Context: an optimization exercise on an open-source flow, tuned for small area, a short achievable clock period and few clock cycles. The choices shown serve that exercise and are no tape-out recipe.
At most, simulation tests tie the RTL to the original design; equivalence was not proved.
No functional check of the RTL was part of runs 3 to 5.
Power and IR drop assume default switching activity.

$ cat run.sh
#!/bin/bash
# synth_recipe.tcl (not shown) runs the flow's synth.tcl, then flattens the netlist and writes it again
# the make line also repeats each setting of config.mk as NAME=value (left out here)
make -C /OpenROAD-flow-scripts/flow DESIGN_CONFIG=/design/flow/config.mk WORK_HOME=/design/flow/orfs CLKGATE_MAP_FILE= SYNTH_SCRIPT=/design/flow/synth_recipe.tcl finish
$ cat config.mk
export PLATFORM = sky130hd
export DESIGN_NAME = RV32Core
export DESIGN_NICKNAME = RV32Core
export VERILOG_FILES = /design/flow/design.v
export SDC_FILE = /design/flow/constraint.sdc
export NUM_CORES = 4
export LEC_CHECK = 0
export ABC_CLOCK_PERIOD_IN_PS = 5000
export CAP_MARGIN = 20
export CORE_MARGIN = 2
export CORE_UTILIZATION = 30
export SETUP_SLACK_MARGIN = 0.4
export SLEW_MARGIN = 20
$ cat constraint.sdc
create_clock -name core_clock -period 17.0 [get_ports {CPU_CLK}]
set_input_delay 3.4000 -clock core_clock [delete_from_list [all_inputs] [get_ports {CPU_CLK}]]
set_output_delay 3.4000 -clock core_clock [all_outputs]
set_load 0.01 [all_outputs]
$ cat design.v
`timescale 1ns / 1ps
module ALU(
    input wire [31:0] a,
    input wire [31:0] b,
    input wire sub,            
    input wire sel_sum,        
    input wire sel_sll,
    input wire sel_srl,        
    input wire sra,
    input wire sel_xor,
    input wire sel_or,
    input wire sel_and,
    input wire sel_slt,
    input wire sel_sltu,
    input wire sel_link,
    input wire [31:0] link,
    output wire [31:0] sum,
    output wire lt,
    output wire ltu,
    output wire eq,
    output wire [31:0] out
    );
    wire [31:0] bx = sub ? ~b : b;
    wire [32:0] s = {1'b0, a} + {1'b0, bx} + {32'b0, sub};
    assign sum = s[31:0];
    assign ltu = ~s[32];
    assign lt = (a[31] ^ b[31]) ? a[31] : s[31];
    assign eq = (a == b);
    wire [4:0] sh = b[4:0];
    wire [31:0] sll = a << sh;
    wire [31:0] srl = $signed({sra & a[31], a}) >>> sh;
    assign out = ({32{sel_sum}} & sum)
               | ({32{sel_sll}} & sll)
               | ({32{sel_srl}} & srl)
               | ({32{sel_xor}} & (a ^ b))
               | ({32{sel_or}}  & (a | b))
               | ({32{sel_and}} & (a & b))
               | {31'b0, (sel_slt & lt) | (sel_sltu & ltu)}
               | ({32{sel_link}} & link);
endmodule
`timescale 1ns / 1ps
module RegisterFile(
    input wire clk,
    input wire rst,
    input wire we,
    input wire [4:0] wa,
    input wire [31:0] wd,
    input wire [4:0] ra1,
    input wire [4:0] ra2,
    output wire [31:0] rd1,
    output wire [31:0] rd2
    );
    reg [31:0] rf [1:31];
    reg [31:1] vld;
    always @(posedge clk)
        if (we && wa != 5'd0) rf[wa] <= wd;
    always @(posedge clk or posedge rst)
        if (rst) vld <= 31'b0;
        else if (we && wa != 5'd0) vld[wa] <= 1'b1;
    wire [31:0] v = {vld, 1'b0};
    assign rd1 = (ra1 != 5'd0 && v[ra1]) ? rf[ra1] : 32'b0;
    assign rd2 = (ra2 != 5'd0 && v[ra2]) ? rf[ra2] : 32'b0;
endmodule
`timescale 1ns / 1ps
module RV32Core(
    input wire CPU_CLK,
    input wire CPU_RST,
    output wire [31:0] IMemAddr,
    input wire [31:0] IMemData,
    output wire [31:0] DMemAddr,
    output wire [3:0] DMemWE,
    output wire [31:0] DMemWD,
    input wire [31:0] DMemRD
    );
    wire clk = CPU_CLK;
    wire rst = CPU_RST;
    reg  [12:0] pcF;
    reg         validD;
    reg  [12:0] pcD;
    reg         validE;
    reg  [4:0]  rdE;
    reg         wrE, ldE, stE, brE, jalrE, predE;
    reg  [2:0]  f3E;
    reg  [12:0] altE;
    reg  [31:0] immE, regAE, regBE;
    reg         aR_E, aM_E, aW_E, aAlt_E;
    reg         bR_E, bM_E, bW_E, bImm_E;
    reg         subE, sSum_E, sSll_E, sSrl_E, sraE, sXor_E, sOr_E, sAnd_E, sSlt_E, sSltu_E, sLink_E;
    reg  [31:0] resM, stdM;
    reg  [3:0]  weM;
    reg  [4:0]  rdM;
    reg         wrM, ldM;
    reg  [2:0]  f3M;
    reg  [31:0] resW;
    reg  [4:0]  rdW;
    reg         wrW, ldW;
    reg  [2:0]  f3W;
    reg  [1:0]  a10W;
    assign IMemAddr = {17'b0, pcF, 2'b00};
    wire [31:0] ins = IMemData;
    wire [4:0] op  = ins[6:2];
    wire [2:0] f3  = ins[14:12];
    wire [4:0] rdD  = ins[11:7];
    wire [4:0] rs1D = ins[19:15];
    wire [4:0] rs2D = ins[24:20];
    wire isLUI   = (op == 5'b01101);
    wire isAUIPC = (op == 5'b00101);
    wire isJAL   = (op == 5'b11011);
    wire isJALR  = (op == 5'b11001);
    wire isBR    = (op == 5'b11000);
    wire isLD    = (op == 5'b00000);
    wire isST    = (op == 5'b01000);
    wire isOPI   = (op == 5'b00100);
    wire isOP    = (op == 5'b01100);
    wire use1 = isJALR | isBR | isLD | isST | isOPI | isOP;
    wire use2 = isBR | isST | isOP;
    wire wrD  = (isLUI | isAUIPC | isJAL | isJALR | isLD | isOPI | isOP) & (rdD != 5'd0);
    wire hazE = validE & ldE & ((use1 & (rs1D == rdE)) | (use2 & (rs2D == rdE)));
    wire hazM = ldM & ((use1 & (rs1D == rdM)) | (use2 & (rs2D == rdM)));
    wire stallD = validD & (hazE | hazM);
    wire [31:0] immI = {{20{ins[31]}}, ins[31:20]};
    wire [31:0] immS = {{20{ins[31]}}, ins[31:25], ins[11:7]};
    wire [31:0] immU = {ins[31:12], 12'b0};
    wire [12:0] immBw = {ins[31], ins[31], ins[31], ins[7], ins[30:25], ins[11:9]};
    wire [12:0] immJw = {ins[14:12], ins[20], ins[30:22]};
    wire [12:0] brT  = pcD + immBw;
    wire [12:0] jalT = pcD + immJw;
    wire predD  = isBR & ins[31];                
    wire idRedir = validD & ~stallD & (isJAL | predD);
    wire [12:0] idTarget = isJAL ? jalT : brT;
    wire [31:0] rf1, rf2, wbData;
    RegisterFile RegisterFile1(
        .clk(clk), .rst(rst),
        .we(wrW), .wa(rdW), .wd(wbData),
        .ra1(rs1D), .ra2(rs2D),
        .rd1(rf1), .rd2(rf2));
    wire bypA = wrW & (rdW == rs1D);
    wire bypB = wrW & (rdW == rs2D);
    wire [31:0] regAD = bypA ? wbData : rf1;
    wire [31:0] regBD = bypB ? wbData : rf2;
    wire fA_M = use1 & wrE & validE & (rdE == rs1D);
    wire fA_W = use1 & wrM & (rdM == rs1D) & ~fA_M;
    wire fB_M = use2 & wrE & validE & (rdE == rs2D);
    wire fB_W = use2 & wrM & (rdM == rs2D) & ~fB_M;
    wire useImm = ~(isOP | isBR);
    wire [31:0] immD = isST ? immS : ((isLUI | isAUIPC) ? immU : immI);
    wire [12:0] altD = isAUIPC ? pcD : ((isBR & ~predD) ? brT : pcF);
    wire opx = isOP | isOPI;
    wire [31:0] altX = {17'b0, altE, 2'b00};
    wire [31:0] fwdA = ({32{aR_E}} & regAE) | ({32{aM_E}} & resM) | ({32{aW_E}} & resW) | ({32{aAlt_E}} & altX);
    wire [31:0] fwdB = ({32{bR_E}} & regBE) | ({32{bM_E}} & resM) | ({32{bW_E}} & resW);
    wire [31:0] op2  = bImm_E ? immE : fwdB;
    wire [31:0] sum, aluOut;
    wire lt, ltu, eq;
    ALU ALU1(
        .a(fwdA), .b(op2), .sub(subE),
        .sel_sum(sSum_E), .sel_sll(sSll_E), .sel_srl(sSrl_E), .sra(sraE),
        .sel_xor(sXor_E), .sel_or(sOr_E), .sel_and(sAnd_E),
        .sel_slt(sSlt_E), .sel_sltu(sSltu_E), .sel_link(sLink_E), .link(altX),
        .sum(sum), .lt(lt), .ltu(ltu), .eq(eq), .out(aluOut));
    wire cond = (f3E[2] ? (f3E[1] ? ltu : lt) : eq) ^ f3E[0];
    wire exRedir = validE & ((brE & (cond ^ predE)) | jalrE);
    wire [12:0] exTarget = jalrE ? sum[14:2] : altE;
    wire [31:0] stData = fwdB << {sum[1:0], 3'b000};
    wire [3:0] stMask = (f3E[1:0] == 2'b00) ? 4'b0001 : ((f3E[1:0] == 2'b01) ? 4'b0011 : 4'b1111);
    assign DMemAddr = resM;
    assign DMemWE   = weM;
    assign DMemWD   = stdM;
    wire [31:0] ldS = DMemRD >> {a10W, 3'b000};
    wire [31:0] ldV = f3W[1] ? DMemRD :
                      (f3W[0] ? {{16{~f3W[2] & ldS[15]}}, ldS[15:0]}
                              : {{24{~f3W[2] & ldS[7]}}, ldS[7:0]});
    assign wbData = ldW ? ldV : resW;
    always @(posedge clk or posedge rst)
        if (rst) begin
            pcF    <= 13'd0;
            validD <= 1'b0;
            validE <= 1'b0;
        end else begin
            pcF    <= exRedir ? exTarget : (stallD ? pcD : (idRedir ? idTarget : pcF + 13'd1));
            validD <= ~exRedir & ~idRedir & ~stallD;
            validE <= validD & ~stallD & ~exRedir;
        end
    always @(posedge clk) begin
        pcD <= pcF;
        rdE   <= rdD;
        wrE   <= wrD;
        ldE   <= isLD;
        stE   <= isST;
        brE   <= isBR;
        jalrE <= isJALR;
        predE <= predD;
        f3E   <= f3;
        altE  <= altD;
        immE  <= immD;
        regAE <= regAD;
        regBE <= regBD;
        aM_E  <= fA_M;
        aW_E  <= fA_W;
        aR_E  <= ~fA_M & ~fA_W & ~isLUI & ~isAUIPC;
        aAlt_E <= isAUIPC;
        bM_E  <= fB_M;
        bW_E  <= fB_W;
        bR_E  <= ~fB_M & ~fB_W;
        bImm_E <= useImm;
        subE    <= isBR | (isOP & (f3 == 3'b000) & ins[30]) | (opx & (f3[2:1] == 2'b01));
        sSum_E  <= (opx & (f3 == 3'b000)) | isLD | isST | isLUI | isAUIPC;
        sSll_E  <= opx & (f3 == 3'b001);
        sSrl_E  <= opx & (f3 == 3'b101);
        sraE    <= ins[30];
        sXor_E  <= opx & (f3 == 3'b100);
        sOr_E   <= opx & (f3 == 3'b110);
        sAnd_E  <= opx & (f3 == 3'b111);
        sSlt_E  <= opx & (f3 == 3'b010);
        sSltu_E <= opx & (f3 == 3'b011);
        sLink_E <= isJAL | isJALR;
        resM <= aluOut;
        stdM <= stData;
        weM  <= (validE & stE) ? (stMask << sum[1:0]) : 4'b0000;
        rdM  <= rdE;
        wrM  <= validE & wrE;
        ldM  <= validE & ldE;
        f3M  <= f3E;
        resW <= resM;
        rdW  <= rdM;
        wrW  <= wrM;
        ldW  <= ldM;
        f3W  <= f3M;
        a10W <= resM[1:0];
    end
endmodule
==> summary.txt, run 1 <==
Synthesis
  – Mean area per synthesized cell: around 14 sq um
  – Yosys top cell by area: edfxtp_1
  – Synth Flop Type: edfxtp_1
  – Post-synthesis cell area: ~0.067 sq mm
  – Most common cell in the synthesized netlist: edfxtp_1
  – Seq cells post-synth: 1313
  – Area contributors post-synth: edfxtp_1 (44%), mux4_2 (19%), dfxtp_1 (8.2%)
  – Number of flops mapped to enable cells by yosys: 992
  – Ys async rst share: around 3.5%
  – Seq/Total Area, Yosys: 54.1%
  – Share of the synthesized area in the top cell type: 44.2%
  – Synth top cells by count: edfxtp_1 (992), mux4_2 (573), mux2i_1 (345), nor2_1 (313), nand2_1 (283)
  – Post-Syn Instances: 4726
  – Ys Warns: 2
  – Cell variety after synth: 87

Global routing
  – Initial antenna violation count: 7
  – Vias in the first global route: 44.5k
  – Gr ovfl total: 0
  – Global-route wire length before repair: 334000 um
  – All-Layer GR Usage: 20.2%
  – Pin count of the biggest net entering global routing: 108

Run
  – Maxcap violations: 0

STA
  – Max_slew headroom: 12.9%
  – Layout Skew: ~0.038 ns
  – Final hold vios: 0
  – RSZ-0062 raised after global routing: false
  – Setup TNS: 0 ns
  – Worst-Margin Slew: 1.29 ns
  – Setup slack after layout: between 9 and 10 ns
  – Final hold slack: around 0.33 ns
  – Fmax achieved: 134 MHz
  – # setup viols final: 0
  – Period utilization: 43.8%
  – Final Max Slew Viols: 0
  – Fin crit period: 7.44 ns

Cells and area
  – Layout cells sized above 1: 21.3%
  – Final Core Density: 34.7%
  – Area delta synth->final: 14.8%
  – Final nets: about 5k
  – # fillers: ~21k

Setup path
  – Setup CP Type: in -> reg
  – CP endpoint kind: flop
  – Cell with the largest stage delay on the worst path: buf_4
  – Crit-path max FO: 68
  – Crit path largest cell delay: 0.88 ns
  – CP required: between 15 and 20 ns
  – WP buf/inv: 4
  – Crit-path cells: buf_8 -> buf_4 -> buf_4 -> buf_4 -> mux4_2 -> mux4_2 -> mux2i_1 -> o22ai_1
  – Flop2flop setup slack: 10.75 ns
  – Reg2Reg Depth: 14
  – Crit-path most repeated cell: buf_4
  – Reg2reg end: pcF[8]
  – Top delay family on crit path: buffers and inverters
  – Worst EP arrival: 8.02 ns
  – Critical path launch point type: input pin
  – Reg-to-Reg Start: bImm_E

Clock network
  – Number of H-tree levels: 4
  – Longest Clk Path Bufs: 3
  – CTS tree: done
  – Postcts setup bufs: 0
  – CTS sink cnt: 1313
  – Clk root buf: clkbuf_16
  – Hold-fix buffers, CTS: 0
  – Clk Latency, worst-skew pair: 0.79 ns
  – # resized after CTS: 0
  – Worst-path clk slew: 0.06 ns
  – CTS buffer count: between 100 and 150

Power and ir drop
  – Lkg Pwr: 27.0 nW
  – Max VDD drop: 0.110 mV
  – PD cells: 114 mW/mm^2
  – Final Power: 8.82 mW

Outcome
  – Outcome: complete, no violations

Route
  – DR vias/cell: 5.72
  – 1st-pass router iterations: 8
  – DRC: 0
  – Total number of vias: 45.2k
  – WL final: around 240000 um
  – Routed Antenna Nets: 0
  – WL per Instance: 29.8 um
  – Number of DRC markers in iteration 0: 5780

Worst hold path
  – Min-delay src: f3M[1]
  – Hold path endpoint: f3W[1]
  – Hold Crit Depth: 0
  – Hold WC Path Type: reg -> reg

Placed design
  – PortBufs: between 100 and 150
  – HPWL Detailed: ~150000 um
  – Routability cong.: 0.967
  – Placement Setup Slack: 8.66 ns

Floorplan
  – FP Rows: 173
  – DIE AREA: 0.228 sq mm
  – Die Wd: 478 um
  – Chip height: between 400 and 500 um
  – IO Pins: around 170
  – Core Region: 0.223 sq mm
  – Starting Density: 30.2%
==> layer usage <==
layer / routed length, um / GRT usage, %
met4: 12100 / 9.18
met3: 20700 / 3.74
met1: 91700 / 26.4
met5: 13 / 0
met2: 111000 / 32.5
==> how the worst max path moves through the flow <==
stage,end,from,slack (ns),cells past startpoint
final,regAE[27],IMemData[16],9.56,8
after global routing,regBE[20],IMemData[20],9.23,8
after CTS,regBE[20],IMemData[20],9.47,8
after detailed placement,regBE[20],IMemData[20],8.66,8
after global placement,regBE[20],IMemData[20],8.61,8
after floorplan,pcF[10],IMemData[23],10.46,14
==> state kept, by name (all words and copies together) (netlist names), 3 cells and up <==
signal	count
RegisterFile1.rf	992
RegisterFile1.vld	31
altE	13
f3E	3
f3M	3
f3W	3
immE	32
pcD	13
pcF	13
rdE	5
rdM	5
rdW	5
regAE	32
regBE	32
resM	32
resW	31
stdM	32
weM	4
==> stage by stage <==
stage / std cells / instance area [sq um]
3_3_place_gp: 7634 / 72400
2_1_floorplan: 4744 / 67400
6_report: 7901 / 77300
3_5_place_dp: 7635 / 72400
4_1_cts: 7900 / 77300
5_1_grt: 7901 / 77300
==> kinds of logic after synthesis <==
logic type | Yosys count | synth area share [%]
flip-flops | 1313 | 54.1
multiplexers | 963 | 25.1
AO/OA/AOI/OAI | 859 | 8.25
AND/OR/NAND/NOR | 838 | 5.50
buffers and inverters | 499 | 3.01
adder cells (fa/ha/maj) | 131 | 2.47
XOR/XNOR | 122 | 1.59
other | 1 | 0.00557
==> power breakdown <==
part	switching [mW]	total (mW)	internal, mW
combinational	1.07	1.74	0.674
clock	1.37	3.25	1.87
sequential	0.174	3.83	3.65
total	2.61	8.82	6.20
==> cells in the final DEF, fill, tap and decap left out, drive strengths merged, types with 67 or more instances in the layout <==
cell / netlist / routed
a21oi: 208 / 208
buf: 147 / 139
clkbuf: 210 / 193
clkdlybuf4s50: 0 / 134
dfxtp: 275 / 275
edfxtp: 992 / 992
ha: 128 / 128
inv: 141 / 147
mux2i: 346 / 346
mux4: 573 / 573
nand2: 283 / 283
nor2: 313 / 313
o21ai: 192 / 192
o22ai: 67 / 67
xor2: 71 / 71
==> final cells by class <==
| type | instances | area, sq um | area share, % |
|---|---|---|---|
| Sequential cell | 1313 | 36400 | 47.2 |
| Clock inverter | 72 | 850 | 1.10 |
| Antenna cell | 1 | 2.50 | 0.00324 |
| Timing Repair Buffer | 273 | 2470 | 3.19 |
| Inverter | 142 | 534 | 0.691 |
| Clock buffer | 193 | 4050 | 5.23 |
| Multi-Input combinational cell | 2932 | 29200 | 37.8 |
| Tap cell | 2975 | 3720 | 4.82 |
Testbench counts, summed over its fixed seeds: cycles 73,844.
==> run 2: changes to the inputs <==
--- a/config.mk
+++ b/config.mk
@@ -5,7 +5,6 @@
 export SDC_FILE = /design/flow/constraint.sdc
 export NUM_CORES = 4
 export LEC_CHECK = 0
-export ABC_CLOCK_PERIOD_IN_PS = 5000
 export CAP_MARGIN = 20
 export CORE_MARGIN = 2
 export CORE_UTILIZATION = 30
==> run 2 against run 1 <==
Sequential share of layout area unchanged. Largest cell class unchanged. First-iteration DRC count unchanged. Largest power group unchanged. Global-route usage unchanged. Hold slack unchanged. Clock power is essentially flat. Critical path depth did not move. Final area unchanged. Still clean.
==> summary.txt, run 2 <==
Clock network
  – CTS sink cnt: 1313 (unchanged)
  – Postcts setup bufs: 0 (unchanged)
  – Longest Clk Path Bufs: 3 (unchanged)
  – CTS tree: done (unchanged)
  – CTS buffer count: 145 (unchanged)
  – Number of H-tree levels: 4 (unchanged)
  – Clk Latency, worst-skew pair: 0.79 ns (about the same)
  – Hold-fix buffers, CTS: 0 (unchanged)
  – Clk root buf: clkbuf_16 (unchanged)
  – # resized after CTS: 0 (unchanged)
  – Worst-path clk slew: 0.06 ns (about the same)

STA
  – Final hold vios: 0 (unchanged)
  – RSZ-0062 raised after global routing: false (unchanged)
  – Layout Skew: 0.0380 ns (unchanged)
  – Worst-Margin Slew: 1.29 ns (unchanged)
  – Period utilization: 43.8% (unchanged)
  – Fin crit period: 7.44 ns (unchanged)
  – Final hold slack: 0.331 ns (unchanged)
  – Max_slew headroom: 12.9% (unchanged)
  – # setup viols final: 0 (unchanged)
  – Fmax achieved: 134 MHz (unchanged)
  – Setup TNS: 0 ns (unchanged)
  – Final Max Slew Viols: 0 (unchanged)

Synthesis
  – Ys async rst share: 3.50% (unchanged)
  – Most common cell in the synthesized netlist: edfxtp_1 (unchanged)
  – Xor and xnor area share after synthesis: 1.59% (unchanged)
  – Number of flops mapped to enable cells by yosys: 992 (unchanged)
  – Cell variety after synth: 87 (unchanged)
  – Seq/Total Area, Yosys: 54.1% (unchanged)
  – Share of the synthesized area in the top cell type: 44.2% (unchanged)
  – Synth top cells by count: edfxtp_1 (992), mux4_2 (573), mux2i_1 (345), nor2_1 (313), nand2_1 (283) (unchanged)
  – Area contributors post-synth: edfxtp_1 (44%), mux4_2 (19%), dfxtp_1 (8.2%) (unchanged)
  – Seq cells post-synth: 1313 (unchanged)
  – Post-synthesis cell area: 0.0673 sq mm (unchanged)
  – Synth Flop Type: edfxtp_1 (unchanged)
  – Yosys top cell by area: edfxtp_1 (unchanged)
  – Main combinational cell family by area after synthesis: multiplexers (unchanged)
  – Ys Warns: 2 (unchanged)
  – Multiplexer share of the synthesized area: 25.1% (unchanged)
  – Post-synthesis adder-cell area fraction: 2.47% (unchanged)
  – Mean area per synthesized cell: 14.3 sq um (unchanged)
  – Post-Syn Instances: 4726 (unchanged)
  – Synth Area in Compound Gates: 8.25% (unchanged)
  – Simple-Gate Fraction of Synth Area: 5.50% (unchanged)

Setup path
  – Crit path from: IMemData[16] (unchanged)
  – CP endpoint kind: flop (unchanged)
  – Critical path launch point type: input pin (unchanged)
  – Reg2reg end: pcF[8] (unchanged)
  – CP required: 17.58 ns (about the same)
  – Setup CP Type: in -> reg (unchanged)
  – Flop2flop setup slack: 10.75 ns (about the same)
  – Reg-to-Reg Start: bImm_E (unchanged)
  – Worst EP arrival: 8.02 ns (about the same)
  – Crit-path max FO: 68 (unchanged)
  – Reg2Reg Depth: 14 (unchanged)

Floorplan
  – Starting Density: 30.2% (unchanged)
  – Die Wd: 478 um (unchanged)
  – Chip height: 478 um (unchanged)
  – IO Pins: 166 (unchanged)
  – FP Rows: 173 (unchanged)
  – Core Region: 0.223 sq mm (unchanged)
  – DIE AREA: 0.228 sq mm (unchanged)

Global routing
  – Met1 Track Usage GR: 26.4% (unchanged)
  – Met3 Use GR: 3.74% (unchanged)
  – GRT busiest layer: met2 (unchanged)
  – Vias in the first global route: 44.5k (unchanged)
  – Routing usage on met2: 32.5% (unchanged)
  – All-Layer GR Usage: 20.2% (unchanged)
  – Global-route wire length before repair: 334000 um (unchanged)
  – Initial antenna violation count: 7 (unchanged)
  – Gr ovfl total: 0 (unchanged)
  – Pin count of the biggest net entering global routing: 108 (unchanged)

Power and ir drop
  – Max VDD drop: 0.110 mV (unchanged)
  – Final Power: 8.82 mW (unchanged)
  – PD cells: 114 mW/mm^2 (unchanged)
  – Lkg Pwr: 27.0 nW (unchanged)

Cells and area
  – Area of the multi-input gates: 0.0292 sq mm (unchanged)
  – Post-route cell area: 0.0773 sq mm (unchanged)
  – # fillers: 21.2k (unchanged)
  – Area delta synth->final: 14.8% (unchanged)
  – Most frequent cells in the layout: edfxtp_1 (992), mux4_2 (573), mux2i_1 (344) (unchanged)
  – Most common cell after layout, fill and taps aside: edfxtp_1 (unchanged)
  – Max reg flops: 992 (unchanged)
  – Final nets: 5004 (unchanged)
  – Top reg by flops: RegisterFile1.rf (unchanged)
  – Final Core Density: 34.7% (unchanged)
  – Layout cells sized above 1: 21.3% (unchanged)
  – Register area: 0.0364 sq mm (unchanged)

Placed design
  – Routability cong.: 0.967 (unchanged)
  – PortBufs: 144 (unchanged)
  – DP Area: 0.0724 sq mm (unchanged)
  – HPWL Detailed: 149000 um (unchanged)

Route
  – DRC: 0 (unchanged)
  – Routed Antenna Nets: 0 (unchanged)
  – WL final: 236000 um (unchanged)
  – WL per Instance: 29.8 um (unchanged)
  – DR vias/cell: 5.72 (unchanged)
  – Number of DRC markers in iteration 0: 5780 (unchanged)
  – Total number of vias: 45.2k (unchanged)
  – 1st-pass router iterations: 8 (unchanged)

Run
  – Maxcap violations: 0 (unchanged)

Outcome
  – Outcome: complete, no violations (unchanged)

Worst hold path
  – Hold WC Path Type: reg -> reg (unchanged)
  – Hold Crit Depth: 0 (unchanged)
  – Hold path endpoint: f3W[1] (unchanged)
  – Min-delay src: f3M[1] (unchanged)
-- run 2: kinds of logic (layout without fill, tap and decap cells) --
group / count (synthesis) / after routing
AO/OA/AOI/OAI: 859 / 859
other: 1 / 20
AND/OR/NAND/NOR: 838 / 838
adder cells (fa/ha/maj): 131 / 131
buffers and inverters: 499 / 680
multiplexers: 963 / 963
XOR/XNOR: 122 / 122
flip-flops: 1313 / 1313
-- run 2: critical path: stages --
cell,delay [ns]
buf_8,0.46
buf_4,0.72
buf_4,0.82
buf_4,0.88
mux4_2,0.41
mux4_2,0.49
mux2i_1,0.42
o22ai_1,0.23
-- run 2: area by class of cell --
cell class              instances  share of cell area, %
diodes                          1                0.00324
flip-flops and latches       1313                   47.2
clock buffers                 193                   5.23
clock inverters                72                   1.10
well taps                    2975                   4.82
inverters                     142                  0.691
repair buffers                273                   3.19
multi-input cells            2932                   37.8
-- run 2: layer usage --
metal | vias up | share of wire, %
li1 | 18900 | -
met5 | - | 0.0055
met4 | 2 | 5.1
met1 | 23400 | 39
met2 | 2405 | 47
met3 | 530 | 8.8
-- run 2: worst max path at each step --
stage,endpoint,slack (ns)
global route,regBE[20],9.23
CTS,regBE[20],9.47
detailed placement,regBE[20],8.66
finish,regAE[27],9.56
floorplan,pcF[10],10.46
global placement,regBE[20],8.61
-- run 2: through the flow --
| step | setup slack (ns) | std cells |
|---|---|---|
| 2_1_floorplan | 10.46 | 4744 |
| 3_3_place_gp | 8.61 | 7634 |
| 3_5_place_dp | 8.66 | 7635 |
| 4_1_cts | 9.47 | 7900 |
| 5_1_grt | 9.23 | 7901 |
| 6_report | 9.56 | 7901 |
-- run 2: power by group --
| part | switching (mW) | leakage [nW] | total [mW] | internal [mW] |
|---|---|---|---|---|
| combinational | 1.07 | 12.7 | 1.74 | 0.674 |
| sequential | 0.174 | 12.0 | 3.83 | 3.65 |
| clock | 1.37 | 2.38 | 3.25 | 1.87 |
==> run 3: changes to the inputs <==
--- a/design.v
+++ b/design.v
@@ -77,6 +77,9 @@
     reg  [12:0] pcF;
     reg         validD;
     reg  [12:0] pcD;
+    reg         predFD;      
+    reg         lbValid;
+    reg  [12:0] lbPC, lbTgt;
     reg         validE;
     reg  [4:0]  rdE;
     reg         wrE, ldE, stE, brE, jalrE, predE;
@@ -126,7 +129,8 @@
     wire [12:0] brT  = pcD + immBw;
     wire [12:0] jalT = pcD + immJw;
     wire predD  = isBR & ins[31];                
-    wire idRedir = validD & ~stallD & (isJAL | predD);
+    wire idRedir = validD & ~stallD & (isJAL | (predD & ~predFD));
+    wire hitF = lbValid & (pcF == lbPC);
     wire [12:0] idTarget = isJAL ? jalT : brT;
     wire [31:0] rf1, rf2, wbData;
     RegisterFile RegisterFile1(
@@ -144,7 +148,7 @@
     wire fB_W = use2 & wrM & (rdM == rs2D) & ~fB_M;
     wire useImm = ~(isOP | isBR);
     wire [31:0] immD = isST ? immS : ((isLUI | isAUIPC) ? immU : immI);
-    wire [12:0] altD = isAUIPC ? pcD : ((isBR & ~predD) ? brT : pcF);
+    wire [12:0] altD = isAUIPC ? pcD : ((isBR & ~predD) ? brT : (predFD ? pcD + 13'd1 : pcF));
     wire opx = isOP | isOPI;
     wire [31:0] altX = {17'b0, altE, 2'b00};
     wire [31:0] fwdA = ({32{aR_E}} & regAE) | ({32{aM_E}} & resM) | ({32{aW_E}} & resW) | ({32{aAlt_E}} & altX);
@@ -176,13 +180,20 @@
             pcF    <= 13'd0;
             validD <= 1'b0;
             validE <= 1'b0;
+            lbValid <= 1'b0;
         end else begin
-            pcF    <= exRedir ? exTarget : (stallD ? pcD : (idRedir ? idTarget : pcF + 13'd1));
+            pcF    <= exRedir ? exTarget : (stallD ? pcD : (idRedir ? idTarget : (hitF ? lbTgt : pcF + 13'd1)));
+            if (idRedir & predD & ~exRedir) lbValid <= 1'b1;
             validD <= ~exRedir & ~idRedir & ~stallD;
             validE <= validD & ~stallD & ~exRedir;
         end
     always @(posedge clk) begin
         pcD <= pcF;
+        predFD <= hitF;
+        if (idRedir & predD & ~exRedir) begin
+            lbPC  <= pcD;
+            lbTgt <= brT;
+        end
         rdE   <= rdD;
         wrE   <= wrD;
         ldE   <= isLD;
==> flow/run.sh (new file) <==
#!/bin/bash
set -euo pipefail
bash standard.sh SETUP_SLACK_MARGIN=12 finish > standard_flow.log 2>&1
==> standard.sh (new file) <==
#!/bin/bash
# synth_recipe.tcl (not shown) runs the flow's synth.tcl, then flattens the netlist and writes it again
# the make line also repeats each setting of config.mk as NAME=value (left out here)
make -C /OpenROAD-flow-scripts/flow DESIGN_CONFIG=/design/flow/config.mk WORK_HOME=/design/flow/orfs CLKGATE_MAP_FILE= SYNTH_SCRIPT=/design/flow/synth_recipe.tcl "${@:-finish}"
--- a/config.mk
+++ b/config.mk
@@ -5,8 +5,8 @@
 export SDC_FILE = /design/flow/constraint.sdc
 export NUM_CORES = 4
 export LEC_CHECK = 0
-export CAP_MARGIN = 20
+export CAP_MARGIN = 40
 export CORE_MARGIN = 2
 export CORE_UTILIZATION = 30
 export SETUP_SLACK_MARGIN = 0.4
-export SLEW_MARGIN = 20
+export SLEW_MARGIN = 40
removed: run.sh
==> run 3 against run 2 <==
Still clean. Fmax increased by 47%. Wire length increased by 7.3%. Count of clock-buffer cells in the layout unchanged. Register-to-register slack improved by 1.3 ns. Final cell count increased by 4.8%. Via count increased by 6.5%. Largest power group unchanged. Highest routed layer unchanged.
==> summary.txt, run 3 <==
Synthesis
  – Synth top cells by count: edfxtp_1 (1018), mux4_2 (562), nand2_1 (349), nor2_1 (332), mux2i_1 (302) (was edfxtp_1 (992), mux4_2 (573), mux2i_1 (345), nor2_1 (313), nand2_1 (283))
  – Synth Area in Compound Gates: 8.87% (was 8.25%)
  – Yosys top cell by area: edfxtp_1 (unchanged)
  – Main combinational cell family by area after synthesis: multiplexers (unchanged)
  – Post-synthesis cell area: 0.0684 sq mm (was 0.0673 sq mm)
  – Number of flops mapped to enable cells by yosys: 1018 (was 992)
  – Share of the synthesized area in the top cell type: 44.7% (was 44.2%)
  – Cell variety after synth: 80 (was 87)
  – Ys async rst share: 3.50% (about the same)
  – Seq cells post-synth: 1341 (was 1313)
  – Post-Syn Instances: 4889 (was 4726)
  – Synth Flop Type: edfxtp_1 (unchanged)
  – Most common cell in the synthesized netlist: edfxtp_1 (unchanged)
  – Seq/Total Area, Yosys: 54.5% (was 54.1%)
  – Simple-Gate Fraction of Synth Area: 5.86% (was 5.50%)
  – Mean area per synthesized cell: 14.0 sq um (was 14.3 sq um)
  – Ys Warns: 2 (unchanged)
  – Xor and xnor area share after synthesis: 1.95% (was 1.59%)
  – Area contributors post-synth: edfxtp_1 (45%), mux4_2 (19%), dfxtp_1 (8.1%) (was edfxtp_1 (44%), mux4_2 (19%), dfxtp_1 (8.2%))
  – Multiplexer share of the synthesized area: 23.5% (was 25.1%)
  – Post-synthesis adder-cell area fraction: 2.43% (was 2.47%)

Clock network
  – Longest Clk Path Bufs: 3 (unchanged)
  – CTS sink cnt: 1341 (was 1313)
  – CTS buffer count: 147 (was 145)
  – Clk root buf: clkbuf_16 (unchanged)
  – Worst-path clk slew: 0.06 ns (about the same)
  – CTS tree: done (unchanged)
  – Clk Latency, worst-skew pair: 0.81 ns (was 0.79 ns)
  – Number of H-tree levels: 4 (unchanged)

Setup path
  – Reg-to-Reg Start: bR_E (was bImm_E)
  – Setup CP Type: in -> reg (unchanged)
  – CP endpoint kind: flop (unchanged)
  – Critical path launch point type: input pin (unchanged)
  – Flop2flop setup slack: 12.06 ns (was 10.75 ns)
  – CP required: 17.62 ns (was 17.58 ns)
  – Reg2reg end: lbPC[4] (was pcF[8])
  – Worst EP arrival: 5.67 ns (was 8.02 ns)
  – Crit-path max FO: 31 (was 68)
  – Reg2Reg Depth: 16 (was 14)

Worst hold path
  – Min-delay src: f3M[2] (was f3M[1])
  – Hold Crit Depth: 0 (unchanged)
  – Hold path endpoint: f3W[2] (was f3W[1])
  – Hold WC Path Type: reg -> reg (unchanged)

Power and ir drop
  – Lkg Pwr: 28.8 nW (was 27.0 nW)
  – Final Power: 9.32 mW (was 8.82 mW)
  – Max VDD drop: 0.107 mV (was 0.110 mV)
  – PD cells: 112 mW/mm^2 (was 114 mW/mm^2)

Cells and area
  – Area delta synth->final: 21.4% (was 14.8%)
  – Non-filler instance count after layout: 8282 (was 7901)
  – Most common cell after layout, fill and taps aside: edfxtp_1 (unchanged)
  – Most frequent cells in the layout: edfxtp_1 (1018), mux4_2 (562), nand2_1 (345) (was edfxtp_1 (992), mux4_2 (573), mux2i_1 (344))
  – Max reg flops: 992 (unchanged)
  – Post-route cell area: 0.0830 sq mm (was 0.0773 sq mm)
  – Layout cells sized above 1: 28.0% (was 21.3%)
  – Final Core Density: 36.5% (was 34.7%)
  – # fillers: 21.3k (was 21.2k)
  – Top reg by flops: RegisterFile1.rf (unchanged)
  – Final nets: 5346 (was 5004)

STA
  – Setup TNS: 0 ns (unchanged)
  – Setup slack after layout: 11.95 ns (was 9.56 ns)
  – Fin crit period: 5.05 ns (was 7.44 ns)
  – Fmax achieved: 198 MHz (was 134 MHz)
  – RSZ-0062 raised after global routing: true (was false)
  – Max_slew headroom: 35.9% (was 12.9%)
  – Final hold vios: 0 (unchanged)
  – Final Max Slew Viols: 0 (unchanged)
  – Worst-Margin Slew: 0.951 ns (was 1.29 ns)
  – Final hold slack: 0.313 ns (was 0.331 ns)
  – Layout Skew: 0.0339 ns (was 0.0380 ns)
  – Period utilization: 29.7% (was 43.8%)
  – # setup viols final: 0 (unchanged)

Route
  – Number of DRC markers in iteration 0: 5848 (was 5780)
  – WL final: 253000 um (was 236000 um)
  – 1st-pass router iterations: 7 (was 8)
  – Total number of vias: 48.1k (was 45.2k)
  – DRC: 0 (unchanged)
  – WL per Instance: 30.5 um (was 29.8 um)
  – DR vias/cell: 5.81 (was 5.72)
  – Routed Antenna Nets: 0 (unchanged)

Placed design
  – Placement Setup Slack: 8.91 ns (was 8.66 ns)
  – DP Area: 0.0739 sq mm (was 0.0724 sq mm)
  – Routability cong.: 0.970 (was 0.967)
  – Placed cells: 7819 (was 7635)
  – PortBufs: 144 (unchanged)
  – HPWL Detailed: 152000 um (was 149000 um)

Global routing
  – All-Layer GR Usage: 21.2% (was 20.2%)
  – Global-route wire length before repair: 352000 um (was 334000 um)
  – Pin count of the biggest net entering global routing: 65 (was 108)
  – Vias in the first global route: 46.8k (was 44.5k)
  – Gr ovfl total: 0 (unchanged)
  – Initial antenna violation count: 12 (was 7)

Floorplan
  – DIE AREA: 0.232 sq mm (was 0.228 sq mm)
  – Starting Density: 30.1% (was 30.2%)
  – IO Pins: 166 (unchanged)
  – FP Rows: 175 (was 173)
  – Die Wd: 481 um (was 478 um)
  – Core Region: 0.227 sq mm (was 0.223 sq mm)
  – Chip height: 481 um (was 478 um)

Outcome
  – Outcome: complete, no violations (unchanged)

Run
  – Maxcap violations: 0 (unchanged)
-- run 3: cell types whose count changed after synthesis, sizes merged, moves of 14 or more --
cell,previous run,this run
nand2,283,349
xnor2,51,105
clkbuf,210,253
mux2i,346,303
a21oi,208,246
buf,147,114
edfxtp,992,1018
o21bai,10,35
xor2,71,47
o21ai,192,214
nor2,313,332
mux2,44,30
-- run 3: kinds of logic after synthesis --
logic type	Yosys count
xor gates and xnor gates	152
AOI/OAI and AO/OA	945
and+or+nand+nor	924
buffers and inverters	500
adders and majority gates	131
DFF	1341
muxes	895
other	1
-- run 3: how the worst max path moves through the flow --
stage / start / to / slack [ns]
after detailed placement: IMemData[15] / regAE[17] / 8.91
after CTS: IMemData[15] / regAE[25] / 11.99
after global routing: IMemData[9] / pcF[10] / 11.92
after global placement: IMemData[15] / regAE[23] / 8.66
after floorplan: IMemData[23] / pcF[12] / 11.42
final: DMemRD[23] / RegisterFile1.rf[17][25] / 11.95
-- run 3: layer usage --
| metal | track usage [%] | vias to the layer above | routed length, um |
|---|---|---|---|
| met3 | 4.30 | 570 | 23200 |
| met1 | 27.4 | 24900 | 97400 |
| met4 | 10.9 | 6 | 14600 |
| met2 | 33.6 | 2794 | 118000 |
| li1 | - | 19800 | - |
| met5 | 0 | - | 42 |
-- run 3: final cells by class --
type | count | area, sq um | share of cell area [%]
Tap cell | 3009 | 3760 | 4.54
Clock inverter | 78 | 826 | 0.995
Antenna cell | 2 | 5.00 | 0.00603
Sequential cell | 1341 | 37400 | 45.0
Inverter | 133 | 671 | 0.808
Timing Repair inverter | 16 | 115 | 0.139
Timing Repair Buffer | 438 | 5140 | 6.20
Clock buffer | 193 | 4020 | 4.84
Multi-Input combinational cell | 3072 | 31000 | 37.4
-- run 3: what timing repair did --
item	4_1_cts	5_1_grt
gates resized for setup	539	106
pin swaps	36	42
hold buffers	0	0
gates cloned	44	13
endpoints found under the setup margin	1054	465
setup buffers	89	37
-- run 3: critical path, stage by stage --
cell and delay [ns]:
dlygate4sd2_1 0.30, mux2i_1 0.11, nor2_1 0.20, a21oi_4 0.06, nor3_4 0.23, nor2_2 0.09
o31ai_4 0.22, buf_12 0.14, buf_4 0.12, a21o_2 0.30, o21ai_2 0.23, inv_6 0.25
-- run 3: report_power, final --
part | internal [mW] | switching [mW] | leakage [nW]
logic | 0.844 | 1.30 | 14.3
clock network | 1.89 | 1.36 | 2.37
registers | 3.75 | 0.180 | 12.2
==> run 4: changes to the inputs <==
--- a/design.v
+++ b/design.v
@@ -57,9 +57,18 @@
     always @(posedge clk or posedge rst)
         if (rst) vld <= 31'b0;
         else if (we && wa != 5'd0) vld[wa] <= 1'b1;
-    wire [31:0] v = {vld, 1'b0};
-    assign rd1 = (ra1 != 5'd0 && v[ra1]) ? rf[ra1] : 32'b0;
-    assign rd2 = (ra2 != 5'd0 && v[ra2]) ? rf[ra2] : 32'b0;
+    reg [31:0] r1, r2;
+    integer k;
+    always @(*) begin
+        r1 = 32'b0;
+        r2 = 32'b0;
+        for (k = 1; k < 32; k = k + 1) begin
+            r1 = r1 | ({32{(ra1 == k) & vld[k]}} & rf[k]);
+            r2 = r2 | ({32{(ra2 == k) & vld[k]}} & rf[k]);
+        end
+    end
+    assign rd1 = r1;
+    assign rd2 = r2;
 endmodule
 `timescale 1ns / 1ps
 module RV32Core(
==> run 4 against run 3 <==
Count of clock-buffer cells in the layout decreased by 13. Die area decreased by 6.9%. Register-to-register slack got worse by 0.13 ns. Wire length increased by 30%. Clock power about the same. First-iteration DRC count increased by 91%. Synthesized cell count increased by 11%. Critical path type unchanged. Largest cell class unchanged.
==> summary.txt, run 4 <==
Placed design
  – HPWL Detailed: 188000 um (was 152000 um)
  – Routability cong.: 1.00 (was 0.970)
  – Placed cells: 8116 (was 7819)
  – PortBufs: 144 (unchanged)

Setup path
  – Setup CP Type: in -> reg (unchanged)
  – Critical path launch point type: input pin (unchanged)
  – CP required: 17.67 ns (was 17.62 ns)
  – CP endpoint kind: flop (unchanged)
  – Crit-path max FO: 21 (was 31)
  – Worst EP arrival: 5.91 ns (was 5.67 ns)

Synthesis
  – Xor and xnor area share after synthesis: 2.11% (was 1.95%)
  – Post-synthesis adder-cell area fraction: 2.61% (was 2.43%)
  – Main combinational cell family by area after synthesis: compound AO/OA/AOI/OAI gates (was multiplexers)
  – Number of flops mapped to enable cells by yosys: 1018 (unchanged)
  – Synth top cells by count: edfxtp_1 (1018), clkbuf_1 (407), a22oi_1 (402), nand2_1 (355), nor2_1 (302) (was edfxtp_1 (1018), mux4_2 (562), nand2_1 (349), nor2_1 (332), mux2i_1 (302))
  – Synth Flop Type: edfxtp_1 (unchanged)
  – Mean area per synthesized cell: 11.7 sq um (was 14.0 sq um)
  – Multiplexer share of the synthesized area: 2.95% (was 23.5%)
  – Ys async rst share: 3.50% (unchanged)
  – Area contributors post-synth: edfxtp_1 (48%), dfxtp_1 (8.7%), a22oi_1 (4.7%) (was edfxtp_1 (45%), mux4_2 (19%), dfxtp_1 (8.1%))
  – Seq cells post-synth: 1341 (unchanged)
  – Cell variety after synth: 87 (was 80)
  – Most common cell in the synthesized netlist: edfxtp_1 (unchanged)
  – Ys Warns: 2 (unchanged)
  – Yosys top cell by area: edfxtp_1 (unchanged)
  – Seq/Total Area, Yosys: 58.6% (was 54.5%)
  – Synth Area in Compound Gates: 21.0% (was 8.87%)
  – Simple-Gate Fraction of Synth Area: 9.06% (was 5.86%)
  – Share of the synthesized area in the top cell type: 48.0% (was 44.7%)
  – Post-Syn Instances: 5422 (was 4889)
  – Post-synthesis cell area: 0.0636 sq mm (was 0.0684 sq mm)

Clock network
  – CTS buffer count: 143 (was 147)
  – Worst-path clk slew: 0.06 ns (about the same)
  – Number of H-tree levels: 4 (unchanged)
  – Clk root buf: clkbuf_16 (unchanged)
  – Longest Clk Path Bufs: 3 (unchanged)
  – Hold-fix buffers, CTS: 0 (unchanged)
  – CTS sink cnt: 1341 (unchanged)
  – CTS tree: done (unchanged)
  – Clk Latency, worst-skew pair: 0.84 ns (was 0.81 ns)

STA
  – RSZ-0062 raised after global routing: true (unchanged)
  – Final Max Slew Viols: 0 (unchanged)
  – Final hold slack: 0.328 ns (was 0.313 ns)
  – Fin crit period: 5.24 ns (was 5.05 ns)
  – # setup viols final: 0 (unchanged)
  – Worst-Margin Slew: 0.999 ns (was 0.951 ns)
  – Layout Skew: 0.0596 ns (was 0.0339 ns)
  – Max_slew headroom: 33.4% (was 35.9%)
  – Fmax achieved: 191 MHz (was 198 MHz)
  – Setup TNS: 0 ns (unchanged)
  – Final hold vios: 0 (unchanged)
  – Period utilization: 30.8% (was 29.7%)

Cells and area
  – # fillers: 20.0k (was 21.3k)
  – Non-filler instance count after layout: 8638 (was 8282)
  – Max reg flops: 992 (unchanged)
  – Area delta synth->final: 25.5% (was 21.4%)
  – Final nets: 5886 (was 5346)
  – Most common cell after layout, fill and taps aside: edfxtp_1 (unchanged)
  – Most frequent cells in the layout: edfxtp_1 (1018), a22oi_1 (382), nand2_1 (348) (was edfxtp_1 (1018), mux4_2 (562), nand2_1 (345))
  – Top reg by flops: RegisterFile1.rf (unchanged)
  – Layout cells sized above 1: 22.1% (was 28.0%)

Worst hold path
  – Hold WC Path Type: reg -> reg (unchanged)

Floorplan
  – Chip height: 465 um (was 481 um)
  – Core Region: 0.211 sq mm (was 0.227 sq mm)
  – IO Pins: 166 (unchanged)
  – Starting Density: 30.1% (about the same)
  – DIE AREA: 0.216 sq mm (was 0.232 sq mm)
  – FP Rows: 169 (was 175)
  – Die Wd: 465 um (was 481 um)

Global routing
  – Gr ovfl total: 0 (unchanged)
  – All-Layer GR Usage: 28.9% (was 21.2%)
  – Vias in the first global route: 52.9k (was 46.8k)
  – Initial antenna violation count: 15 (was 12)
  – Pin count of the biggest net entering global routing: 73 (was 65)
  – Global-route wire length before repair: 437000 um (was 352000 um)

Route
  – WL per Instance: 38.1 um (was 30.5 um)
  – Total number of vias: 57.6k (was 48.1k)
  – DRC: 0 (unchanged)
  – WL final: 329000 um (was 253000 um)
  – 1st-pass router iterations: 13 (was 7)
  – DR vias/cell: 6.67 (was 5.81)
  – Number of DRC markers in iteration 0: 11.2k (was 5848)
  – Routed Antenna Nets: 0 (unchanged)

Power and ir drop
  – Lkg Pwr: 28.8 nW (about the same)
  – PD cells: 110 mW/mm^2 (was 112 mW/mm^2)
  – Max VDD drop: 0.104 mV (was 0.107 mV)
  – Final Power: 8.82 mW (was 9.32 mW)

Run
  – Maxcap violations: 0 (unchanged)

Outcome
  – Outcome: complete, no violations (unchanged)
## run 4: cell count changes in the layout (fill, tap and decap cells not counted), moves of 40 or more
cell	before	now
mux4_2	562	1
a22oi_1	68	382
a22o_1	6	287
a221oi_2	5	140
a221oi_1	33	149
mux2i_1	254	141
nand4_1	13	112
nand3_1	50	147
a222oi_1	19	81
buf_4	188	246
o22ai_1	62	7
and3_4	6	54
nor2_1	298	255
buf_12	27	67
## run 4: final cells by class
class / count / area (sq um) / share of cell area (%)
Sequential cell: 1341 / 37400 / 46.8
Clock buffer: 180 / 3840 / 4.81
Antenna cell: 11 / 27.5 / 0.0345
Clock inverter: 82 / 1030 / 1.29
Timing Repair inverter: 2 / 15.0 / 0.0188
Tap cell: 2821 / 3530 / 4.42
Multi-Input combinational cell: 3508 / 27300 / 34.2
Inverter: 131 / 523 / 0.655
Timing Repair Buffer: 562 / 6220 / 7.79
## run 4: worst max-delay path, cell delays in order
cell and delay [ns]:
buf_4 0.17, nor2_2 0.35, and3_4 0.51, buf_4 0.59
a22oi_1 0.17, nand4_1 0.18, nor3_2 0.08, a21oi_1 0.38
## run 4: metal layers
metal  global-route usage [%]  vias to the layer above  routed length [um]
li1                         -                    22000                   -
met1                     33.5                    27700              107000
met2                     41.8                     5994              133000
met3                     13.3                     1849               54800
met4                     20.8                       16               33500
met5                   0.0891                        -                 244
## run 4: path summary, 6_finish.rpt
check	from	endpoint	slack, ns	depth (start not counted)
max	IMemData[18]	regAE[30]	11.76	8
min	f3M[0]	f3W[0]	0.33	0
max reg2reg	bR_E	lbTgt[0]	11.93	18
min reg2reg	f3M[0]	f3W[0]	0.33	0
max in group asynchronous	CPU_RST	pcF[4]	13.32	3
min in group asynchronous	CPU_RST	RegisterFile1.vld[14]	3.17	3
## run 4: repair_timing
| action | 4_1_cts | 5_1_grt |
|---|---|---|
| resized for setup | 635 | 198 |
| cloned | 16 | 11 |
| pin swaps | 92 | 124 |
| endpoints found under the setup margin | 950 | 381 |
| buffers inserted | 134 | 87 |
## run 4: report_power, final
group	total (mW)	leakage (nW)	internal, mW	switching, mW
Clock	3.27	2.36	1.85	1.43
Combinational	1.63	14.2	0.613	1.02
Sequential	3.91	12.3	3.72	0.189
Total	8.82	28.8	6.18	2.64
## run 4: through the flow
step,util (%),worst slack [ns],instance area (sq um)
after floorplan,-,11.57,65900
after global placement,32.9,9.48,69600
after detailed placement,33.1,9.73,70000
after CTS,36.9,12.00,78100
after global routing,37.8,11.91,79800
final,37.8,11.76,79900
## run 4: logic make-up (layout without fill, tap and decap cells)
kind of cell | count (synthesis) | in the layout
other cells | 1 | 30
fa+ha+maj | 131 | 131
xor+xnor | 153 | 153
flops | 1341 | 1341
compound gates | 1790 | 1790
mux | 182 | 183
buf+inv | 600 | 957
simple gates | 1224 | 1232
==> run 5: changes to the inputs <==
--- a/design.v
+++ b/design.v
@@ -95,8 +95,8 @@
     reg  [2:0]  f3E;
     reg  [12:0] altE;
     reg  [31:0] immE, regAE, regBE;
-    reg         aR_E, aM_E, aW_E, aAlt_E;
-    reg         bR_E, bM_E, bW_E, bImm_E;
+    reg         aR_E, aM_E, aW_E, aV_E, aAlt_E;
+    reg         bR_E, bM_E, bW_E, bV_E, bImm_E;
     reg         subE, sSum_E, sSll_E, sSrl_E, sraE, sXor_E, sOr_E, sAnd_E, sSlt_E, sSltu_E, sLink_E;
     reg  [31:0] resM, stdM;
     reg  [3:0]  weM;
@@ -108,6 +108,9 @@
     reg         wrW, ldW;
     reg  [2:0]  f3W;
     reg  [1:0]  a10W;
+    reg  [31:0] valR;        
+    reg  [4:0]  rdR;
+    reg         wrR;
     assign IMemAddr = {17'b0, pcF, 2'b00};
     wire [31:0] ins = IMemData;
     wire [4:0] op  = ins[6:2];
@@ -137,31 +140,36 @@
     wire [12:0] immJw = {ins[14:12], ins[20], ins[30:22]};
     wire [12:0] brT  = pcD + immBw;
     wire [12:0] jalT = pcD + immJw;
-    wire predD  = isBR & ins[31];                
+    wire predD  = isBR & (ins[31] | (f3 == 3'b001) | (f3 == 3'b111));
     wire idRedir = validD & ~stallD & (isJAL | (predD & ~predFD));
+    wire backD = isBR & ins[31];
     wire hitF = lbValid & (pcF == lbPC);
     wire [12:0] idTarget = isJAL ? jalT : brT;
     wire [31:0] rf1, rf2, wbData;
     RegisterFile RegisterFile1(
         .clk(clk), .rst(rst),
-        .we(wrW), .wa(rdW), .wd(wbData),
+        .we(wrR), .wa(rdR), .wd(valR),
         .ra1(rs1D), .ra2(rs2D),
         .rd1(rf1), .rd2(rf2));
-    wire bypA = wrW & (rdW == rs1D);
-    wire bypB = wrW & (rdW == rs2D);
-    wire [31:0] regAD = bypA ? wbData : rf1;
-    wire [31:0] regBD = bypB ? wbData : rf2;
+    wire bypA = wrR & (rdR == rs1D);
+    wire bypB = wrR & (rdR == rs2D);
+    wire [31:0] regAD = bypA ? valR : rf1;
+    wire [31:0] regBD = bypB ? valR : rf2;
     wire fA_M = use1 & wrE & validE & (rdE == rs1D);
     wire fA_W = use1 & wrM & (rdM == rs1D) & ~fA_M;
+    wire fA_R = use1 & wrW & (rdW == rs1D) & ~fA_M & ~fA_W;
     wire fB_M = use2 & wrE & validE & (rdE == rs2D);
     wire fB_W = use2 & wrM & (rdM == rs2D) & ~fB_M;
+    wire fB_R = use2 & wrW & (rdW == rs2D) & ~fB_M & ~fB_W;
     wire useImm = ~(isOP | isBR);
     wire [31:0] immD = isST ? immS : ((isLUI | isAUIPC) ? immU : immI);
     wire [12:0] altD = isAUIPC ? pcD : ((isBR & ~predD) ? brT : (predFD ? pcD + 13'd1 : pcF));
     wire opx = isOP | isOPI;
     wire [31:0] altX = {17'b0, altE, 2'b00};
-    wire [31:0] fwdA = ({32{aR_E}} & regAE) | ({32{aM_E}} & resM) | ({32{aW_E}} & resW) | ({32{aAlt_E}} & altX);
-    wire [31:0] fwdB = ({32{bR_E}} & regBE) | ({32{bM_E}} & resM) | ({32{bW_E}} & resW);
+    wire [31:0] fwdA = ({32{aR_E}} & regAE) | ({32{aM_E}} & resM) | ({32{aW_E}} & resW)
+                     | ({32{aV_E}} & valR) | ({32{aAlt_E}} & altX);
+    wire [31:0] fwdB = ({32{bR_E}} & regBE) | ({32{bM_E}} & resM) | ({32{bW_E}} & resW)
+                     | ({32{bV_E}} & valR);
     wire [31:0] op2  = bImm_E ? immE : fwdB;
     wire [31:0] sum, aluOut;
     wire lt, ltu, eq;
@@ -192,14 +200,14 @@
             lbValid <= 1'b0;
         end else begin
             pcF    <= exRedir ? exTarget : (stallD ? pcD : (idRedir ? idTarget : (hitF ? lbTgt : pcF + 13'd1)));
-            if (idRedir & predD & ~exRedir) lbValid <= 1'b1;
+            if (idRedir & backD & ~exRedir) lbValid <= 1'b1;
             validD <= ~exRedir & ~idRedir & ~stallD;
             validE <= validD & ~stallD & ~exRedir;
         end
     always @(posedge clk) begin
         pcD <= pcF;
         predFD <= hitF;
-        if (idRedir & predD & ~exRedir) begin
+        if (idRedir & backD & ~exRedir) begin
             lbPC  <= pcD;
             lbTgt <= brT;
         end
@@ -217,11 +225,13 @@
         regBE <= regBD;
         aM_E  <= fA_M;
         aW_E  <= fA_W;
-        aR_E  <= ~fA_M & ~fA_W & ~isLUI & ~isAUIPC;
+        aV_E  <= fA_R;
+        aR_E  <= ~fA_M & ~fA_W & ~fA_R & ~isLUI & ~isAUIPC;
         aAlt_E <= isAUIPC;
         bM_E  <= fB_M;
         bW_E  <= fB_W;
-        bR_E  <= ~fB_M & ~fB_W;
+        bV_E  <= fB_R;
+        bR_E  <= ~fB_M & ~fB_W & ~fB_R;
         bImm_E <= useImm;
         subE    <= isBR | (isOP & (f3 == 3'b000) & ins[30]) | (opx & (f3[2:1] == 2'b01));
         sSum_E  <= (opx & (f3 == 3'b000)) | isLD | isST | isLUI | isAUIPC;
@@ -247,5 +257,8 @@
         ldW  <= ldM;
         f3W  <= f3M;
         a10W <= resM[1:0];
+        valR <= wbData;
+        rdR  <= rdW;
+        wrR  <= wrW;
     end
 endmodule
==> flow/run.sh (replaced) <==
#!/bin/bash
set -euo pipefail
bash standard.sh SETUP_SLACK_MARGIN=12.5 finish > standard_flow.log 2>&1
--- a/config.mk
+++ b/config.mk
@@ -5,8 +5,8 @@
 export SDC_FILE = /design/flow/constraint.sdc
 export NUM_CORES = 4
 export LEC_CHECK = 0
-export CAP_MARGIN = 40
+export CAP_MARGIN = 20
 export CORE_MARGIN = 2
 export CORE_UTILIZATION = 30
 export SETUP_SLACK_MARGIN = 0.4
-export SLEW_MARGIN = 40
+export SLEW_MARGIN = 20
==> run 5 against run 4 <==
Global-route usage up 3.0 points. Final area grew 9.4%. Synthesized area rose by 1.7%. Clock power rose by 2%. Count of clock-buffer cells in the layout is 3 higher. Via count increased by 9.1%. Total power grew 3.7%. Sequential power rose by 4%. First-iteration DRC count rose by 27%. Sequential cell count increased by 40. Core utilization grew 2.9 points. Sequential share of layout area is 3.0 points lower. Largest cell class unchanged. Highest routed layer unchanged.
==> summary.txt, run 5 <==
Outcome
  – Outcome: complete, no violations (unchanged)

Setup path
  – Crit-path cells: buf_12 -> buf_12 -> clkinvlp_4 -> buf_8 -> nor3_4 -> buf_4 -> and3_4 -> buf_6 -> buf_12 -> a22o_1 -> a221oi_2 -> nand3_2 -> nor3_4 -> a21oi_1 (was buf_4 -> nor2_2 -> and3_4 -> buf_4 -> a22oi_1 -> nand4_1 -> nor3_2 -> a21oi_1)
  – Top delay family on crit path: simple AND/OR/NAND/NOR gates (unchanged)
  – Reg2reg end: lbPC[6] (was lbTgt[0])
  – Critical path launch point type: input pin (unchanged)
  – CP endpoint kind: flop (unchanged)
  – Crit path from: IMemData[23] (was IMemData[18])
  – Reg-to-Reg Start: bR_E (unchanged)
  – Crit-path max FO: 5 (was 21)
  – Flop2flop setup slack: 12.29 ns (was 11.93 ns)
  – Worst EP arrival: 6.00 ns (was 5.91 ns)
  – CP required: 17.66 ns (was 17.67 ns)
  – Reg2Reg Depth: 18 (unchanged)
  – Critical path depth: 14 (was 8)
  – WP buf/inv: 7 (was 2)
  – Crit path largest cell delay: 0.61 ns (was 0.59 ns)
  – Crit-path most repeated cell: buf_12 (was buf_4)
  – Setup CP Type: in -> reg (unchanged)
  – Cell with the largest stage delay on the worst path: nor3_4 (was buf_4)
  – End of the critical path: regBE[26] (was regAE[30])

Synthesis
  – Seq/Total Area, Yosys: 58.8% (was 58.6%)
  – Post-synthesis cell area: 0.0647 sq mm (was 0.0636 sq mm)
  – Ys async rst share: 3.40% (was 3.50%)
  – Area contributors post-synth: edfxtp_1 (47%), dfxtp_1 (9.8%), a22oi_1 (5.3%) (was edfxtp_1 (48%), dfxtp_1 (8.7%), a22oi_1 (4.7%))
  – Share of the synthesized area in the top cell type: 47.2% (was 48.0%)
  – Most common cell in the synthesized netlist: edfxtp_1 (unchanged)
  – Synth Flop Type: edfxtp_1 (unchanged)
  – Seq cells post-synth: 1381 (was 1341)
  – Synth top cells by count: edfxtp_1 (1018), a22oi_1 (456), clkbuf_1 (379), nand2_1 (371), dfxtp_1 (316) (was edfxtp_1 (1018), clkbuf_1 (407), a22oi_1 (402), nand2_1 (355), nor2_1 (302))
  – Mean area per synthesized cell: 11.7 sq um (about the same)
  – Cell variety after synth: 84 (was 87)
  – Post-Syn Instances: 5547 (was 5422)
  – Yosys top cell by area: edfxtp_1 (unchanged)
  – Ys Warns: 2 (unchanged)
  – Number of flops mapped to enable cells by yosys: 1018 (unchanged)

Clock network
  – Clk Latency, worst-skew pair: 0.84 ns (about the same)
  – Longest Clk Path Bufs: 3 (unchanged)
  – Worst-path clk slew: 0.06 ns (about the same)
  – CTS buffer count: 143 (unchanged)
  – Hold-fix buffers, CTS: 0 (unchanged)
  – CTS tree: done (unchanged)
  – Clk root buf: clkbuf_16 (unchanged)
  – Number of H-tree levels: 4 (unchanged)
  – CTS sink cnt: 1381 (was 1341)

Placed design
  – Routability cong.: 0.983 (was 1.00)
  – HPWL Detailed: 191000 um (was 188000 um)
  – PortBufs: 144 (unchanged)

STA
  – Final hold vios: 0 (unchanged)
  – Fin crit period: 5.34 ns (was 5.24 ns)
  – Worst-Margin Slew: 1.22 ns (was 0.999 ns)
  – Max_slew headroom: 18.9% (was 33.4%)
  – Layout Skew: 0.0673 ns (was 0.0596 ns)
  – Period utilization: 31.4% (was 30.8%)
  – # setup viols final: 0 (unchanged)
  – Final Max Slew Viols: 0 (unchanged)
  – Setup TNS: 0 ns (unchanged)
  – Fmax achieved: 187 MHz (was 191 MHz)
  – RSZ-0062 raised after global routing: true (unchanged)

Cells and area
  – Final nets: 6363 (was 5886)
  – Area delta synth->final: 35.0% (was 25.5%)
  – Layout cells sized above 1: 29.9% (was 22.1%)
  – Top reg by flops: RegisterFile1.rf (unchanged)
  – Max reg flops: 992 (unchanged)
  – Most common cell after layout, fill and taps aside: edfxtp_1 (unchanged)
  – Most frequent cells in the layout: edfxtp_1 (1018), buf_4 (440), a22oi_1 (413) (was edfxtp_1 (1018), a22oi_1 (382), nand2_1 (348))

Route
  – 1st-pass router iterations: 13 (unchanged)
  – Total number of vias: 62.8k (was 57.6k)
  – WL per Instance: 39.7 um (was 38.1 um)
  – DRC: 0 (unchanged)
  – Routed Antenna Nets: 0 (unchanged)
  – Number of DRC markers in iteration 0: 14.2k (was 11.2k)
  – WL final: 364000 um (was 329000 um)
  – DR vias/cell: 6.86 (was 6.67)

Floorplan
  – Core Region: 0.215 sq mm (was 0.211 sq mm)
  – DIE AREA: 0.219 sq mm (was 0.216 sq mm)
  – Chip height: 468 um (was 465 um)
  – Starting Density: 30.2% (was 30.1%)
  – IO Pins: 166 (unchanged)
  – Die Wd: 468 um (was 465 um)
  – FP Rows: 170 (was 169)

Global routing
  – Pin count of the biggest net entering global routing: 65 (was 73)
  – Initial antenna violation count: 35 (was 15)
  – All-Layer GR Usage: 31.9% (was 28.9%)
  – Global-route wire length before repair: 482000 um (was 437000 um)
  – Gr ovfl total: 0 (unchanged)
  – Vias in the first global route: 56.8k (was 52.9k)

Power and ir drop
  – Lkg Pwr: 31.8 nW (was 28.8 nW)
  – PD cells: 105 mW/mm^2 (was 110 mW/mm^2)
  – Max VDD drop: 0.124 mV (was 0.104 mV)
  – Final Power: 9.15 mW (was 8.82 mW)

Worst hold path
  – Hold WC Path Type: reg -> reg (unchanged)

Run
  – Maxcap violations: 0 (unchanged)
==> run 5: cell count changes in the layout (fill, tap and decap cells not counted), moves of 29 or more <==
cell           delta
buf_16           +56
buf_12           +72
nand3_1          +32
dlygate4sd2_1    -68
a221oi_1         -78
a221oi_2         +74
buf_6            +87
a22oi_1          +31
buf_4           +194
xor2_1           -29
==> run 5: cell families after synthesis <==
group / Yosys count / synth area share [%]
DFF: 1381 / 58.8
other: 1 / 0.00579
xor gates and xnor gates: 162 / 2.19
adders and majority gates: 131 / 2.57
muxes: 135 / 2.14
and+or+nand+nor: 1305 / 9.52
buffers and inverters: 573 / 3.48
AOI/OAI and AO/OA: 1859 / 21.3
==> run 5: how the worst min path moves through the flow <==
stage / cells after the start / slack, ns / to / startpoint
floorplan: 0 / 0.31 / f3W[0] / f3M[0]
detailed placement: 0 / 0.32 / f3W[1] / f3M[1]
CTS: 0 / 0.33 / f3W[1] / f3M[1]
finish: 0 / 0.33 / f3W[1] / f3M[1]
global route: 0 / 0.35 / f3W[1] / f3M[1]
global placement: 0 / 0.31 / f3W[0] / f3M[0]
==> run 5: final cells by class <==
class | instances | area, sq um
Fill cell | 19500 | 127000
Sequential cell | 1381 | 38300
Multi-Input combinational cell | 3623 | 29100
Timing Repair Buffer | 900 | 11100
Clock buffer | 183 | 3900
Tap cell | 2838 | 3550
Clock inverter | 81 | 960
Inverter | 117 | 463
Antenna cell | 39 | 97.6
==> run 5: repair_timing <==
action                                 in CTS  in global routing
setup buffers                             386                126
setup endpoints to repair                 288                236
resized for setup                        1527                211
endpoints found under the hold margin       0                  0
gates cloned                               63                  4
pin swaps                                 341                216
==> run 5: power by group <==
| part | internal [mW] | total (mW) | switching (mW) | leakage [nW] |
|---|---|---|---|---|
| registers | 3.82 | 4.07 | 0.241 | 12.6 |
| clock network | 1.86 | 3.32 | 1.46 | 2.36 |
| logic | 0.699 | 1.76 | 1.06 | 16.9 |
==> run 5: layer usage <==
metal	wire (um)	share of wire, %	track usage [%]
met1	123000	34	39.0
met2	137000	38	42.1
met3	69200	19	18.0
met4	33700	9.2	21.2
met5	1200	0.33	0.887
==> run 5: per-stage QoR <==
stage / std cells / util [%] / hold WS (ns) / setup slack [ns] / instance area [sq um]
after floorplan: 5565 / - / 0.310 / 11.69 / 67500
after global placement: 8279 / 33.1 / 0.313 / 9.37 / 71000
after detailed placement: 8279 / 33.1 / 0.316 / 9.33 / 71000
after CTS: 8992 / 39.7 / 0.331 / 12.06 / 85200
after global routing: 9125 / 40.7 / 0.346 / 11.64 / 87300
final: 9162 / 40.7 / 0.328 / 11.66 / 87400

separate check: timing with driven ports:
Ports are ideal in the flow. The routed layouts listed here were re-timed in OpenROAD.
Step 1, drivers: a clkbuf_16 drives CPU_CLK and a buf_2 each remaining input, both assumed.
Step 2 also shifts input and output timing later by t, the mid clock arrival at the registers, as if the neighbouring blocks saw the same clock.
Three values: ideal ports, drivers, drivers and shift; two values: the first two.
run | shift t [ns] | setup slack, ns | worst setup path after step 2
run 1 | 0.853 | 9.561 / 9.548 / 8.695 | input to register
run 2 | 0.853 | 9.561 / 9.548 / 8.695 | input to register
run 3 | 0.887 | 11.948 / 11.829 / 10.942 | input to register
run 4 | 0.900 | 11.763 / 11.792 / 10.892 | input to register
run 5 | 0.903 | 11.658 / 11.704 / 10.801 | input to register
After both steps setup and hold are still met in every run listed. The setup slack of run 3, which loses most, moves by -0.119 ns with the drivers and by -1.006 ns with both steps.
